Source: an optimization exercise on an open RTL-to-GDS flow (aim: small area and a short achievable clock period). Production flows keep margins and buffers that such runs may drop.
Only simulation tests tie the RTL to the original design; equivalence was not proved.

**flow/design.v**
```verilog
module goertzel_filter
  (input  [13:0] input_signal,
   input  clk,
   input  rst,
   output [39:0] magnitude);
  reg [17:0] n6_q1;
  reg [17:0] n6_q2;
  wire [35:0] n16_o;
  wire [35:0] n17_o;
  wire [35:0] n20_o;
  wire [17:0] n21_o;
  wire [17:0] n22_o;
  wire [30:0] n23_o;
  wire [30:0] n25_o;
  wire [13:0] n26_o;
  wire [17:0] n28_o;
  wire [17:0] n29_o;
  wire [35:0] n30_o;
  wire [35:0] n33_o;
  wire [35:0] n36_o;
  wire [17:0] n37_o;
  wire [17:0] n38_o;
  wire [35:0] n39_o;
  wire [35:0] n42_o;
  wire [35:0] n45_o;
  wire [17:0] n46_o;
  wire [35:0] n47_o;
  wire [35:0] n48_o;
  wire [35:0] n49_o;
  wire [39:0] n50_o;
  wire [35:0] n51_o;
  wire [35:0] n52_o;
  wire [35:0] n53_o;
  wire [39:0] n54_o;
  wire [39:0] n55_o;
  reg [17:0] n84_q;
  reg [17:0] n85_q;
  wire n101_o;
  wire [39:0] n102_o;
  reg [39:0] n103_q;
  assign magnitude = n103_q;
  always @*
    n6_q1 = n84_q;  
  always @*
    n6_q2 = n85_q;  
  assign n16_o = {{18{n6_q1[17]}}, n6_q1};  
  assign n17_o = 36'b000000000000000000000100101001111111 * n16_o;  
  assign n20_o = $signed(n17_o) / $signed(36'b000000000000000000000010011100010000);  
  assign n21_o = n20_o[17:0];   
  assign n22_o = n21_o - n6_q2;
  assign n23_o = {17'b0, input_signal};   
  assign n25_o = n23_o / 31'b0000000000000000000000001100100;  
  assign n26_o = n25_o[13:0];   
  assign n28_o = {4'b0000, n26_o};
  assign n29_o = n22_o + n28_o;
  assign n30_o = {{18{n6_q1[17]}}, n6_q1};  
  assign n33_o = n30_o * 36'b000000000000000000000000001110110111;  
  assign n36_o = $signed(n33_o) / $signed(36'b000000000000000000000000001111101000);  
  assign n37_o = n36_o[17:0];   
  assign n38_o = n29_o - n37_o;
  assign n39_o = {{18{n6_q1[17]}}, n6_q1};  
  assign n42_o = n39_o * 36'b000000000000000000000000000100110101;  
  assign n45_o = $signed(n42_o) / $signed(36'b000000000000000000000000001111101000);  
  assign n46_o = n45_o[17:0];   
  assign n47_o = {{18{n38_o[17]}}, n38_o};  
  assign n48_o = {{18{n38_o[17]}}, n38_o};  
  assign n49_o = n47_o * n48_o;  
  assign n50_o = {{4{n49_o[35]}}, n49_o};  
  assign n51_o = {{18{n46_o[17]}}, n46_o};  
  assign n52_o = {{18{n46_o[17]}}, n46_o};  
  assign n53_o = n51_o * n52_o;  
  assign n54_o = {{4{n53_o[35]}}, n53_o};  
  assign n55_o = n50_o + n54_o;
  always @(posedge clk or posedge rst)
    if (rst)
      n84_q <= 18'b000000000000000000;
    else
      n84_q <= n29_o;
  always @(posedge clk or posedge rst)
    if (rst)
      n85_q <= 18'b000000000000000000;
    else
      n85_q <= n6_q1;
  assign n101_o = ~rst;
  assign n102_o = n101_o ? n55_o : n103_q;
  always @(posedge clk)
    n103_q <= n102_o;
endmodule
```
**flow/run.sh**
```bash
#!/bin/bash
# synth_recipe.tcl (not shown) runs the flow's synth.tcl, then flattens the netlist and writes it again
# the make line also repeats each setting of config.mk as NAME=value (left out here)
make -C /OpenROAD-flow-scripts/flow DESIGN_CONFIG=/design/flow/config.mk WORK_HOME=/design/flow/orfs CLKGATE_MAP_FILE= SYNTH_SCRIPT=/design/flow/synth_recipe.tcl finish
```
**flow/config.mk**
```make
export PLATFORM = sky130hd
export DESIGN_NAME = goertzel_filter
export DESIGN_NICKNAME = goertzel_filter
export VERILOG_FILES = /design/flow/design.v
export SDC_FILE = /design/flow/constraint.sdc
export NUM_CORES = 4
export LEC_CHECK = 0
export CAP_MARGIN = 20
export CORE_MARGIN = 2
export CORE_UTILIZATION = 40
export SLEW_MARGIN = 20
```
**flow/constraint.sdc**
```tcl
create_clock -name core_clock -period 45.0 [get_ports {clk}]
set_input_delay 9.0000 -clock core_clock [delete_from_list [all_inputs] [get_ports {clk}]]
set_output_delay 9.0000 -clock core_clock [all_outputs]
set_load 0.01 [all_outputs]
```
==> run summary <==
Crit end category: flop
Critical Path Stages: 137
Arrival @ worst endpoint: 41.68 ns
Top post-synthesis cells by area: fa_1 (31%), ha_1 (10%), inv_1 (9.3%)
Reg2reg path depth: 137
Largest net degree at the start of global routing: 60
Detailed Place HPWL: 146000 um
CP endpoint: n103_q[38]$_DFFE_PN_
Longest Clk Path Bufs: 2
GRT overflow: 0
Reg2reg end: n103_q[38]$_DFFE_PN_
Mapped Avg Cell Area: 8.11 um^2
Hold Fails Final Rpt: 0
Placer Congestion: 0.904
Share of layout cells above drive strength 1: 4.49%
Number of synthesized register bits: 73
Sequential share of the synthesized area: 3.33%
Crit path max-delay cell type: dfrtp_1
Vias in the first global route: 52500
Element type at the critical path start: flop
Async set or reset register ratio after synthesis: 49.3%
Post-synth EDFFs: 37
Synthesized area: 60400 um^2
First-pass GRT wire length: 283000 um
Via Count: 52100
Final setup vio count: 0
Clk sinks: 73
CTS tree: done
Final core utilization: 42.5%
Area grow syn2layout: 5.58%
Outcome: timing/DRC/antenna clean
Reg clk slew, reported paths: 0.09 ns
Initial antenna violation count: 7
Fin crit period: 41.51 ns
WHS: 0.646 ns
R2R Setup Slk: 3.49 ns
Initial Utilization: 40.3%
Most frequent CP cell: a21oi_1
H-Tree Depth: 3
F_max: 24.1 MHz
Post-route DRC: 0
CP max FO: 33
Rows: 142
Yosys top cell area share: 30.8%
Worst-Margin Slew: 1.14 ns
Mapped Nets: 8878
Max stage delay on crit path: 0.87 ns
Hold Crit Class: reg -> reg
Required time worst endpoint: 45.17 ns
GRT Overall Usage: 22.7%
Layout net count: 8845
DIE WIDTH: 392 um
Max Slew Vio Count: 0
Post-Route WL: 172000 um
Slew headroom: 23.7%
Full die area: 154000 um^2
Vias per cell: 5.53
Synth unique cells: 134
MaxCap Viol Count: 0
Final period utilization: 92.3%
Worst path bufs/invs: 8
Critical path type: reg -> reg
Synth area leader: fa_1
Clk latency of the worst-skew pair: 0.42 ns
Setup TNS: 0 ns
Routed Antenna Nets: 0
Hold Path Stages: 1
Reg2reg start: n84_q[11]$_DFF_PP0_
DRT iter0 DRCs: 3349
Die height: 392 um
Total CTS buffers: 9
Synth warn: 1
Number of I/O pins: 56
WL/cell: 18.2 um
Root cell of the clock tree: clkbuf_16
Cell family with most CP delay: compound AO/OA/AOI/OAI gates
Hold-fix buffers, CTS: 0
# port buffers: 55
Core Footprint: 150000 um^2
Clock Skews: 0.0204 ns
RSZ-0062 raised after global routing: no
Worst Setup SP: n84_q[11]$_DFF_PP0_
Main synth FF type: edfxtp_1
Router iterations before antenna repair: 6
Mapped Cells: 7445
[layer usage]
layer	track usage [%]	vias to the layer above	wire length (um)	share of wire (%)
met3	1.99	244	8170	4.8
li1	-	24900	-	-
met5	0	-	68	0.040
met1	30.7	25700	76600	45
met2	38.8	1336	82200	48
met4	5.76	10	4950	2.9
[per-stage QoR]
stage / std cells / area (um^2) / setup slack, ns
floorplan: 7445 / 60400 / 9.05
global placement: 9415 / 63400 / 4.15
detailed placement: 9415 / 63400 / 3.08
CTS: 9431 / 63700 / 3.01
global route: 9433 / 63700 / 0.216
finish: 9434 / 63700 / 3.49
[how the worst min path moves through the flow]
stage                             startpoint                  to  slack, ns
after floorplan           n84_q[2]$_DFF_PP0_  n85_q[2]$_DFF_PP0_       0.64
after global placement    n84_q[0]$_DFF_PP0_  n85_q[0]$_DFF_PP0_       0.64
after detailed placement  n84_q[0]$_DFF_PP0_  n85_q[0]$_DFF_PP0_       0.64
after CTS                 n84_q[0]$_DFF_PP0_  n85_q[0]$_DFF_PP0_       0.65
after global routing      n84_q[0]$_DFF_PP0_  n85_q[0]$_DFF_PP0_       0.66
final                     n84_q[0]$_DFF_PP0_  n85_q[0]$_DFF_PP0_       0.65
[kinds of logic after synthesis]
group,synth area share [%]
xor+xnor,7.96
simple gates,15.8
buf+inv,10.6
fa+ha+maj,41.3
mux,1.88
flops,3.33
compound gates,19.1
[layout by cell type, fill, tap and decap left out, types with 38 or more instances in the layout]
cell / instances
a211o_1: 38
a211oi_1: 72
a21o_1: 80
a21oi_1: 361
a31oi_1: 100
and2_1: 87
and3_1: 58
buf_4: 72
clkdlybuf4s50_1: 55
fa_1: 929
ha_1: 487
inv_1: 1488
mux2i_1: 71
nand2_1: 567
nand2b_1: 48
nand3_1: 142
nand4_1: 39
nor2_1: 515
nor3_1: 171
nor4_1: 50
o211ai_1: 78
o21a_1: 57
o21ai_0: 201
o21ai_1: 51
o21bai_1: 73
o31ai_1: 46
or2_2: 51
or3_1: 66
xnor2_1: 375
xor2_1: 143
[repair_timing]
item,in CTS,in global routing
hold endpoints to repair,0,0
resized for setup,0,2
setup buffers,0,2
endpoints found under the setup margin,0,2
[flip-flops by register name (all words and copies together) (netlist names)]
| register | count |
|---|---|
| n103_q | 37 |
| n84_q | 18 |
| n85_q | 18 |
[cells in the mapped netlist (58+ instances only)]
master	n
nor3_1	172
o211ai_1	78
a21oi_1	362
fa_1	930
xnor2_1	385
nand3_1	142
a31oi_1	102
and3_1	58
clkbuf_1	137
or3_1	66
xor2_1	145
mux2i_1	72
ha_1	487
o21ai_0	201
nand2_1	567
inv_1	1489
a21o_1	80
a211oi_1	72
o21bai_1	73
and2_1	87
nor2_1	515
[final cells by class]
cell class              count  area, um^2
diodes                      1        2.50
multi-input cells        5691       52100
inverters                1509        5670
clock inverters             7        78.8
repair buffers            128        1100
fillers                 15100       86100
clock buffers               9         225
well taps                2016        2520
flip-flops and latches     73        2020

## what the ideal ports hide
How much do the figures lean on ideal ports? The routed layout below was timed once more, with nothing changed but the port constraints. Step 1 sets driving cells, clkbuf_16 on the clock port and buf_2 on the other inputs (assumed; they add their load-dependent delay and slew). Step 2, shift: input delay + t, output delay - t, t = (earliest + latest rising clock arrival at the registers) / 2. This alone moves slack from input paths to output paths. Slacks: ideal / step 1 / step 2; pairs: ideal / step 1.
t (ns): 0.466
setup WS [ns]: 3.487 / 3.487 / 3.487
worst register clock-pin slew, ns: 0.09 / 0.09
After both steps this run still meets setup and hold. The setup slack of this run moves by 0.000 ns with the drivers and by 0.000 ns with both steps.
